This design comes from an exercise in tuning for small area and a short achievable clock period on the open sky130 flow, not from production work. RTL that was checked went through simulation tests only; none was proved equivalent to the original. Power and IR drop assume default switching activity.

==> inputs of trial 58 <==
## SyncFP32Adder2
module SyncFP32Adder2(
    input wire [31:0] a,
    input wire [31:0] b,
    output wire [31:0] S,
    output wire Overflow,
    input wire clk,
    input wire rst
);
==> module FP32Adder2, before the edit <==
module FP32Adder2(
    input  wire        l_sign,
    input  wire [7:0]  l_exp1,
    input  wire [23:0] l_manx,
    input  wire        sub,
    input  wire [23:0] t_man,
    input  wire [1:0]  t_sh,
    output wire [24:0] v,         
    output wire [4:0]  sh,        
    output wire        q,         
    output wire        sign,
    output wire [7:0]  e_base,    
    output wire        e_max      
);
    wire [23:0] B  = t_man >> t_sh;
    wire [23:0] p0 = l_manx ^ B;
    wire [23:0] g0 = l_manx & B;
    wire [23:0] G, P;
    prefix24 pt(.g(g0), .p(p0), .G(G), .P(P));
    wire        co = G[23];              
    wire [23:0] m;
    assign m[0] = sub;
    assign m[23:1] = sub ? (co ? G[22:0] | P[22:0] : ~G[22:0]) : G[22:0];
    wire [23:0] r   = p0 ^ m;
    wire        ovf = co & ~sub;         
    wire [31:0] x = {1'b0, r[23:12], r[11] | r[10], r[9:0], 1'b0, 7'h7f};
    wire [4:0]  lz;
    lzc32 lzc(.x(x), .n(lz), .z());
    wire [24:0] v0 = {ovf, r};
    wire [24:0] v1 = sh[4] ? {v0[8:0], 16'd0} : v0;
    assign v    = sh[3] ? {v1[16:0], 8'd0} : v1;
    assign sh   = sub ? lz : {4'd0, ~ovf};
    assign q    = sub & ~|r[23:11];
    assign sign = l_sign ^ (sub & co);
    wire [4:0] eh  = l_exp1[7:3];
    wire [4:0] eh1 = eh - 5'd1;
    wire [4:0] eh2 = eh - 5'd2;
    wire [4:0] eh3 = eh - 5'd3;
    assign e_base = {sh[4] ? (sh[3] ? eh3 : eh2) : (sh[3] ? eh1 : eh), l_exp1[2:0]};
    assign e_max  = ~|l_exp1;
endmodule
==> module FP32Adder2_norm, before the edit <==
module FP32Adder2_norm(
    input  wire [24:0] v,
    input  wire [4:0]  sh,
    input  wire        q,
    input  wire [7:0]  e_base,
    input  wire        e_max,
    input  wire        off,       
    output wire [22:0] mant,
    output wire [7:0]  exp,
    output wire        ovf
);
    wire [24:0] n = v << sh[2:0];
    assign mant = {n[23] & ~q, n[22:1]} & {23{~off}};
    wire zero = sh[4] & sh[3];
    wire [4:0] el = {1'b0, e_base[2:0], 1'b1} + {1'b0, ~sh[2:0], ~q};
    wire [4:0] hm = e_base[7:3] - 5'd1;
    wire [7:0] e  = {el[4] ? e_base[7:3] : hm, el[3:1]};
    assign exp = (zero | off) ? 8'd0 : e;
    wire [7:0] d  = e_base ^ {5'd0, sh[2:0]};
    wire [7:0] m;
    assign m[0] = 1'b1;
    genvar i;
    generate for (i = 1; i < 8; i = i + 1) begin : tm
        assign m[i] = &e_base[i-1:0];
    end endgenerate
    wire top = q ? ~|d : ~|(d ^ m);
    assign ovf = ~off & (e_max | (~zero & top));
endmodule
==> module SyncFP32Adder2, before the edit <==
module SyncFP32Adder2(
    input wire [31:0] a,
    input wire [31:0] b,
    output wire [31:0] S,
    output wire Overflow,
    input wire clk,
    input wire rst
);
    wire        l_sign_d, sub_d;
    wire [7:0]  l_exp1_d;
    wire [23:0] l_manx_d;
    wire [23:0] t_man_d;
    wire [1:0]  t_sh_d;
    FP32Adder2_align align(
        .a(a), .b(b),
        .l_sign(l_sign_d), .l_exp1(l_exp1_d), .l_manx(l_manx_d),
        .sub(sub_d), .t_man(t_man_d), .t_sh(t_sh_d)
    );
    reg        l_sign_q, sub_q;
    reg [7:0]  l_exp1_q;
    reg [23:0] l_manx_q;
    reg [23:0] t_man_q;
    reg [1:0]  t_sh_q;
    wire [24:0] v_d;
    wire [4:0]  sh_d;
    wire        q_d, sign_d, e_max_d;
    wire [7:0]  e_base_d;
    FP32Adder2 add(
        .l_sign(l_sign_q), .l_exp1(l_exp1_q), .l_manx(l_manx_q),
        .sub(sub_q), .t_man(t_man_q), .t_sh(t_sh_q),
        .v(v_d), .sh(sh_d), .q(q_d), .sign(sign_d), .e_base(e_base_d), .e_max(e_max_d)
    );
    reg [24:0] v_q;
    reg [4:0]  sh_q;
    reg        q_q, sign_q;
    reg [7:0]  e_base_q;
    reg        e_max_q;
    reg first, off;
    always @(posedge clk, posedge rst) begin
        if (rst) begin
            first <= 1'b1;
            off   <= 1'b1;
        end else begin
            first <= 1'b0;
            off   <= first;
        end
    end
    always @(posedge clk) begin
        l_sign_q  <= l_sign_d;
        sub_q     <= sub_d;
        l_exp1_q  <= l_exp1_d;
        l_manx_q  <= l_manx_d;
        t_man_q   <= t_man_d;
        t_sh_q    <= t_sh_d;
        v_q       <= v_d;
        sh_q      <= sh_d;
        q_q       <= q_d;
        sign_q    <= sign_d;
        e_base_q  <= e_base_d;
        e_max_q   <= e_max_d;
    end
    wire [22:0] mant;
    wire [7:0]  exp;
    wire        ovf;
    FP32Adder2_norm norm(
        .v(v_q), .sh(sh_q), .q(q_q), .e_base(e_base_q), .e_max(e_max_q), .off(off),
        .mant(mant), .exp(exp), .ovf(ovf)
    );
    assign S = {sign_q & ~off, exp, mant};
    assign Overflow = ovf;
endmodule
Settings: LEC_CHECK=0, ABC_AREA=1, CAP_MARGIN=20, CORE_MARGIN=2, CORE_UTILIZATION=55, CTS_BUF_LIST=sky130_fd_sc_hd__clkbuf_8, PLACE_DENSITY=0.8, SLEW_MARGIN=20; clock period 9.5 ns.
standard.sh (not shown) runs the stock make flow with config.mk's settings and CLKGATE_MAP_FILE= SYNTH_SCRIPT=/design/flow/synth_recipe.tcl, a recipe that flattens the netlist after the stock synthesis.
==> flow/flow/run.sh <==
#!/bin/bash
set -euo pipefail
export BUFFER_PORTS_ARGS="-buffer_cell sky130_fd_sc_hd__buf_1"
export SETUP_SLACK_MARGIN=5.3
bash standard.sh > make.log 2>&1
==> trial 39: changes against trial 58 <==
--- a/flow/design.v
+++ b/flow/design.v
@@ -61,7 +61,6 @@
 endmodule
 module FP32Adder2(
     input  wire        l_sign,
-    input  wire [7:0]  l_exp1,
     input  wire [23:0] l_manx,
     input  wire        sub,
     input  wire [23:0] t_man,
@@ -69,9 +68,7 @@
     output wire [24:0] v,         
     output wire [4:0]  sh,        
     output wire        q,         
-    output wire        sign,
-    output wire [7:0]  e_base,    
-    output wire        e_max      
+    output wire        sign
 );
     wire [23:0] B  = t_man >> t_sh;
     wire [23:0] p0 = l_manx ^ B;
@@ -88,45 +85,36 @@
     wire [4:0]  lz;
     lzc32 lzc(.x(x), .n(lz), .z());
     wire [24:0] v0 = {ovf, r};
-    wire [24:0] v1 = sh[4] ? {v0[8:0], 16'd0} : v0;
-    assign v    = sh[3] ? {v1[16:0], 8'd0} : v1;
+    assign v    = sh[4] ? {v0[8:0], 16'd0} : v0;
     assign sh   = sub ? lz : {4'd0, ~ovf};
     assign q    = sub & ~|r[23:11];
     assign sign = l_sign ^ (sub & co);
-    wire [4:0] eh  = l_exp1[7:3];
-    wire [4:0] eh1 = eh - 5'd1;
-    wire [4:0] eh2 = eh - 5'd2;
-    wire [4:0] eh3 = eh - 5'd3;
-    assign e_base = {sh[4] ? (sh[3] ? eh3 : eh2) : (sh[3] ? eh1 : eh), l_exp1[2:0]};
-    assign e_max  = ~|l_exp1;
 endmodule
 module FP32Adder2_norm(
     input  wire [24:0] v,
     input  wire [4:0]  sh,
     input  wire        q,
-    input  wire [7:0]  e_base,
-    input  wire        e_max,
-    input  wire        off,       
+    input  wire [7:0]  l_exp1,
     output wire [22:0] mant,
     output wire [7:0]  exp,
     output wire        ovf
 );
-    wire [24:0] n = v << sh[2:0];
-    assign mant = {n[23] & ~q, n[22:1]} & {23{~off}};
+    wire [24:0] n = v << sh[3:0];
+    assign mant = {n[23] & ~q, n[22:1]};
     wire zero = sh[4] & sh[3];
-    wire [4:0] el = {1'b0, e_base[2:0], 1'b1} + {1'b0, ~sh[2:0], ~q};
-    wire [4:0] hm = e_base[7:3] - 5'd1;
-    wire [7:0] e  = {el[4] ? e_base[7:3] : hm, el[3:1]};
-    assign exp = (zero | off) ? 8'd0 : e;
-    wire [7:0] d  = e_base ^ {5'd0, sh[2:0]};
+    wire [6:0] el = {1'b0, l_exp1[4:0], 1'b1} + {1'b0, ~sh, ~q};
+    wire [2:0] hm = l_exp1[7:5] - 3'd1;
+    wire [7:0] e  = {el[6] ? l_exp1[7:5] : hm, el[5:1]};
+    assign exp = zero ? 8'd0 : e;
+    wire [7:0] d  = l_exp1 ^ {3'd0, sh};
     wire [7:0] m;
     assign m[0] = 1'b1;
     genvar i;
     generate for (i = 1; i < 8; i = i + 1) begin : tm
-        assign m[i] = &e_base[i-1:0];
+        assign m[i] = &l_exp1[i-1:0];
     end endgenerate
     wire top = q ? ~|d : ~|(d ^ m);
-    assign ovf = ~off & (e_max | (~zero & top));
+    assign ovf = ~|l_exp1 | (~zero & top);
 endmodule
 module prefix24(
     input  wire [23:0] g,
@@ -212,27 +200,20 @@
     reg [1:0]  t_sh_q;
     wire [24:0] v_d;
     wire [4:0]  sh_d;
-    wire        q_d, sign_d, e_max_d;
-    wire [7:0]  e_base_d;
+    wire        q_d, sign_d;
     FP32Adder2 add(
-        .l_sign(l_sign_q), .l_exp1(l_exp1_q), .l_manx(l_manx_q),
+        .l_sign(l_sign_q), .l_manx(l_manx_q),
         .sub(sub_q), .t_man(t_man_q), .t_sh(t_sh_q),
-        .v(v_d), .sh(sh_d), .q(q_d), .sign(sign_d), .e_base(e_base_d), .e_max(e_max_d)
+        .v(v_d), .sh(sh_d), .q(q_d), .sign(sign_d)
     );
     reg [24:0] v_q;
     reg [4:0]  sh_q;
     reg        q_q, sign_q;
-    reg [7:0]  e_base_q;
-    reg        e_max_q;
-    reg first, off;
+    reg [7:0]  l_exp1_2q;
+    reg first;
     always @(posedge clk, posedge rst) begin
-        if (rst) begin
-            first <= 1'b1;
-            off   <= 1'b1;
-        end else begin
-            first <= 1'b0;
-            off   <= first;
-        end
+        if (rst) first <= 1'b1;
+        else     first <= 1'b0;
     end
     always @(posedge clk) begin
         l_sign_q  <= l_sign_d;
@@ -241,20 +222,29 @@
         l_manx_q  <= l_manx_d;
         t_man_q   <= t_man_d;
         t_sh_q    <= t_sh_d;
-        v_q       <= v_d;
-        sh_q      <= sh_d;
-        q_q       <= q_d;
-        sign_q    <= sign_d;
-        e_base_q  <= e_base_d;
-        e_max_q   <= e_max_d;
+    end
+    always @(posedge clk, posedge rst) begin
+        if (rst) begin
+            v_q       <= 25'd0;
+            sh_q      <= 5'd1;
+            q_q       <= 1'b0;
+            sign_q    <= 1'b0;
+            l_exp1_2q <= 8'd1;
+        end else begin
+            v_q       <= first ? 25'd0 : v_d;
+            sh_q      <= sh_d | {first, first, 3'd0};
+            q_q       <= q_d;
+            sign_q    <= sign_d & ~first;
+            l_exp1_2q <= l_exp1_q | {7'd0, first};
+        end
     end
     wire [22:0] mant;
     wire [7:0]  exp;
     wire        ovf;
     FP32Adder2_norm norm(
-        .v(v_q), .sh(sh_q), .q(q_q), .e_base(e_base_q), .e_max(e_max_q), .off(off),
+        .v(v_q), .sh(sh_q), .q(q_q), .l_exp1(l_exp1_2q),
         .mant(mant), .exp(exp), .ovf(ovf)
     );
-    assign S = {sign_q & ~off, exp, mant};
+    assign S = {sign_q, exp, mant};
     assign Overflow = ovf;
 endmodule
==> flow/flow/run.sh (replaced) <==
#!/bin/bash
set -euo pipefail
export BUFFER_PORTS_ARGS="-buffer_cell sky130_fd_sc_hd__buf_1"
bash standard.sh > make.log 2>&1
--- a/flow/config.mk
+++ b/flow/config.mk
@@ -11,4 +11,5 @@
 export CORE_UTILIZATION = 55
 export CTS_BUF_LIST = sky130_fd_sc_hd__clkbuf_8
 export PLACE_DENSITY = 0.8
+export SETUP_SLACK_MARGIN = 4.5
 export SLEW_MARGIN = 20
==> build 22: changes against trial 58 <==
--- a/flow/design.v
+++ b/flow/design.v
@@ -61,7 +61,6 @@
 endmodule
 module FP32Adder2(
     input  wire        l_sign,
-    input  wire [7:0]  l_exp1,
     input  wire [23:0] l_manx,
     input  wire        sub,
     input  wire [23:0] t_man,
@@ -69,9 +68,7 @@
     output wire [24:0] v,         
     output wire [4:0]  sh,        
     output wire        q,         
-    output wire        sign,
-    output wire [7:0]  e_base,    
-    output wire        e_max      
+    output wire        sign
 );
     wire [23:0] B  = t_man >> t_sh;
     wire [23:0] p0 = l_manx ^ B;
@@ -93,40 +90,32 @@
     assign sh   = sub ? lz : {4'd0, ~ovf};
     assign q    = sub & ~|r[23:11];
     assign sign = l_sign ^ (sub & co);
-    wire [4:0] eh  = l_exp1[7:3];
-    wire [4:0] eh1 = eh - 5'd1;
-    wire [4:0] eh2 = eh - 5'd2;
-    wire [4:0] eh3 = eh - 5'd3;
-    assign e_base = {sh[4] ? (sh[3] ? eh3 : eh2) : (sh[3] ? eh1 : eh), l_exp1[2:0]};
-    assign e_max  = ~|l_exp1;
 endmodule
 module FP32Adder2_norm(
     input  wire [24:0] v,
     input  wire [4:0]  sh,
     input  wire        q,
-    input  wire [7:0]  e_base,
-    input  wire        e_max,
-    input  wire        off,       
+    input  wire [7:0]  l_exp1,
     output wire [22:0] mant,
     output wire [7:0]  exp,
     output wire        ovf
 );
     wire [24:0] n = v << sh[2:0];
-    assign mant = {n[23] & ~q, n[22:1]} & {23{~off}};
+    assign mant = {n[23] & ~q, n[22:1]};
     wire zero = sh[4] & sh[3];
-    wire [4:0] el = {1'b0, e_base[2:0], 1'b1} + {1'b0, ~sh[2:0], ~q};
-    wire [4:0] hm = e_base[7:3] - 5'd1;
-    wire [7:0] e  = {el[4] ? e_base[7:3] : hm, el[3:1]};
-    assign exp = (zero | off) ? 8'd0 : e;
-    wire [7:0] d  = e_base ^ {5'd0, sh[2:0]};
+    wire [6:0] el = {1'b0, l_exp1[4:0], 1'b1} + {1'b0, ~sh, ~q};
+    wire [2:0] hm = l_exp1[7:5] - 3'd1;
+    wire [7:0] e  = {el[6] ? l_exp1[7:5] : hm, el[5:1]};
+    assign exp = zero ? 8'd0 : e;
+    wire [7:0] d  = l_exp1 ^ {3'd0, sh};
     wire [7:0] m;
     assign m[0] = 1'b1;
     genvar i;
     generate for (i = 1; i < 8; i = i + 1) begin : tm
-        assign m[i] = &e_base[i-1:0];
+        assign m[i] = &l_exp1[i-1:0];
     end endgenerate
     wire top = q ? ~|d : ~|(d ^ m);
-    assign ovf = ~off & (e_max | (~zero & top));
+    assign ovf = ~|l_exp1 | (~zero & top);
 endmodule
 module prefix24(
     input  wire [23:0] g,
@@ -212,27 +201,20 @@
     reg [1:0]  t_sh_q;
     wire [24:0] v_d;
     wire [4:0]  sh_d;
-    wire        q_d, sign_d, e_max_d;
-    wire [7:0]  e_base_d;
+    wire        q_d, sign_d;
     FP32Adder2 add(
-        .l_sign(l_sign_q), .l_exp1(l_exp1_q), .l_manx(l_manx_q),
+        .l_sign(l_sign_q), .l_manx(l_manx_q),
         .sub(sub_q), .t_man(t_man_q), .t_sh(t_sh_q),
-        .v(v_d), .sh(sh_d), .q(q_d), .sign(sign_d), .e_base(e_base_d), .e_max(e_max_d)
+        .v(v_d), .sh(sh_d), .q(q_d), .sign(sign_d)
     );
     reg [24:0] v_q;
     reg [4:0]  sh_q;
     reg        q_q, sign_q;
-    reg [7:0]  e_base_q;
-    reg        e_max_q;
-    reg first, off;
+    reg [7:0]  l_exp1_2q;
+    reg first;
     always @(posedge clk, posedge rst) begin
-        if (rst) begin
-            first <= 1'b1;
-            off   <= 1'b1;
-        end else begin
-            first <= 1'b0;
-            off   <= first;
-        end
+        if (rst) first <= 1'b1;
+        else     first <= 1'b0;
     end
     always @(posedge clk) begin
         l_sign_q  <= l_sign_d;
@@ -241,20 +223,29 @@
         l_manx_q  <= l_manx_d;
         t_man_q   <= t_man_d;
         t_sh_q    <= t_sh_d;
-        v_q       <= v_d;
-        sh_q      <= sh_d;
-        q_q       <= q_d;
-        sign_q    <= sign_d;
-        e_base_q  <= e_base_d;
-        e_max_q   <= e_max_d;
+    end
+    always @(posedge clk, posedge rst) begin
+        if (rst) begin
+            v_q       <= 25'd0;
+            sh_q      <= 5'd1;
+            q_q       <= 1'b0;
+            sign_q    <= 1'b0;
+            l_exp1_2q <= 8'd1;
+        end else begin
+            v_q       <= first ? 25'd0 : v_d;
+            sh_q      <= sh_d | {first, first, 3'd0};
+            q_q       <= q_d;
+            sign_q    <= sign_d & ~first;
+            l_exp1_2q <= l_exp1_q | {7'd0, first};
+        end
     end
     wire [22:0] mant;
     wire [7:0]  exp;
     wire        ovf;
     FP32Adder2_norm norm(
-        .v(v_q), .sh(sh_q), .q(q_q), .e_base(e_base_q), .e_max(e_max_q), .off(off),
+        .v(v_q), .sh(sh_q), .q(q_q), .l_exp1(l_exp1_2q),
         .mant(mant), .exp(exp), .ovf(ovf)
     );
-    assign S = {sign_q & ~off, exp, mant};
+    assign S = {sign_q, exp, mant};
     assign Overflow = ovf;
 endmodule
==> qor summary <==
item	build 22	trial 58	trial 39
Result of the run	no timing/DRC/antenna violations	no timing/DRC/antenna violations	no timing/DRC/antenna violations
Transition time of the tightest slew-check pin	0.6230 ns	0.9532 ns	0.9695 ns
Worst-case clock skew	0.01299 ns	0.01559 ns	0.01045 ns
Fraction of the mapped netlist area in compound gates	14.88%	15.62%	16.03%
Violation count after the first detailed-routing iteration	559	739	556
Final worst slack	5.296 ns	5.344 ns	4.626 ns
Number of flip-flops and latches in the synthesized netlist	100	102	100
Starting density of the core	56.76%	56.27%	56.31%
FFs w/ async S/R, synth	40.00%	1.961%	40.00%
Non-clock buffer count in the final layout	147	156	105
Worst min-delay path endpoint	l_exp1_2q[6]	e_base_q[0]	l_exp1_2q[4]
Logic inverters	161	168	148
Net Sw Power	1.179 mW	1.193 mW	1.085 mW
Wire length of the first global-routing pass	36880 microns	36110 microns	35140 microns
Required time at the worst-slack endpoint	7.60 ns	9.76 ns	7.60 ns
Number of nets in the layout	1563	1592	1501
No functional check of the RTL was part of trial 58 and build 22.

-- port drivers added, routing unchanged --
The flow's constraints put no driver on any port. The routed layouts listed below were extracted and timed again, unchanged, in two steps.
Step 1: set_driving_cell puts a clkbuf_16 on clk and a buf_2 on each other input, an assumption about the parent block.
Step 2 times the ports against the registers' clock, not the clock port: input delays grow and output delays shrink by t, the midpoint of the rising clock arrivals with the driver on.
Slacks: no drivers / after step 1 / after step 2; pairs: no drivers / after step 1.
run	t (ns)	slack for setup (ns)	worst setup path after step 2	latest minus earliest clock arrival (ns)	worst data-port slew with drivers (ns)
trial 58	0.395	5.344 / 5.333 / 4.993	input to register	0.015 / 0.016	0.05
trial 39	0.422	4.626 / 4.589 / 4.454	input to register	0.014 / 0.014	0.03
build 22	0.407	5.296 / 5.262 / 5.045	input to register	0.013 / 0.013	0.04
After both steps every run listed still meets setup and hold. For trial 58, which loses most, drivers alone change the setup slack by -0.011 ns; drivers and shift together by -0.351 ns.
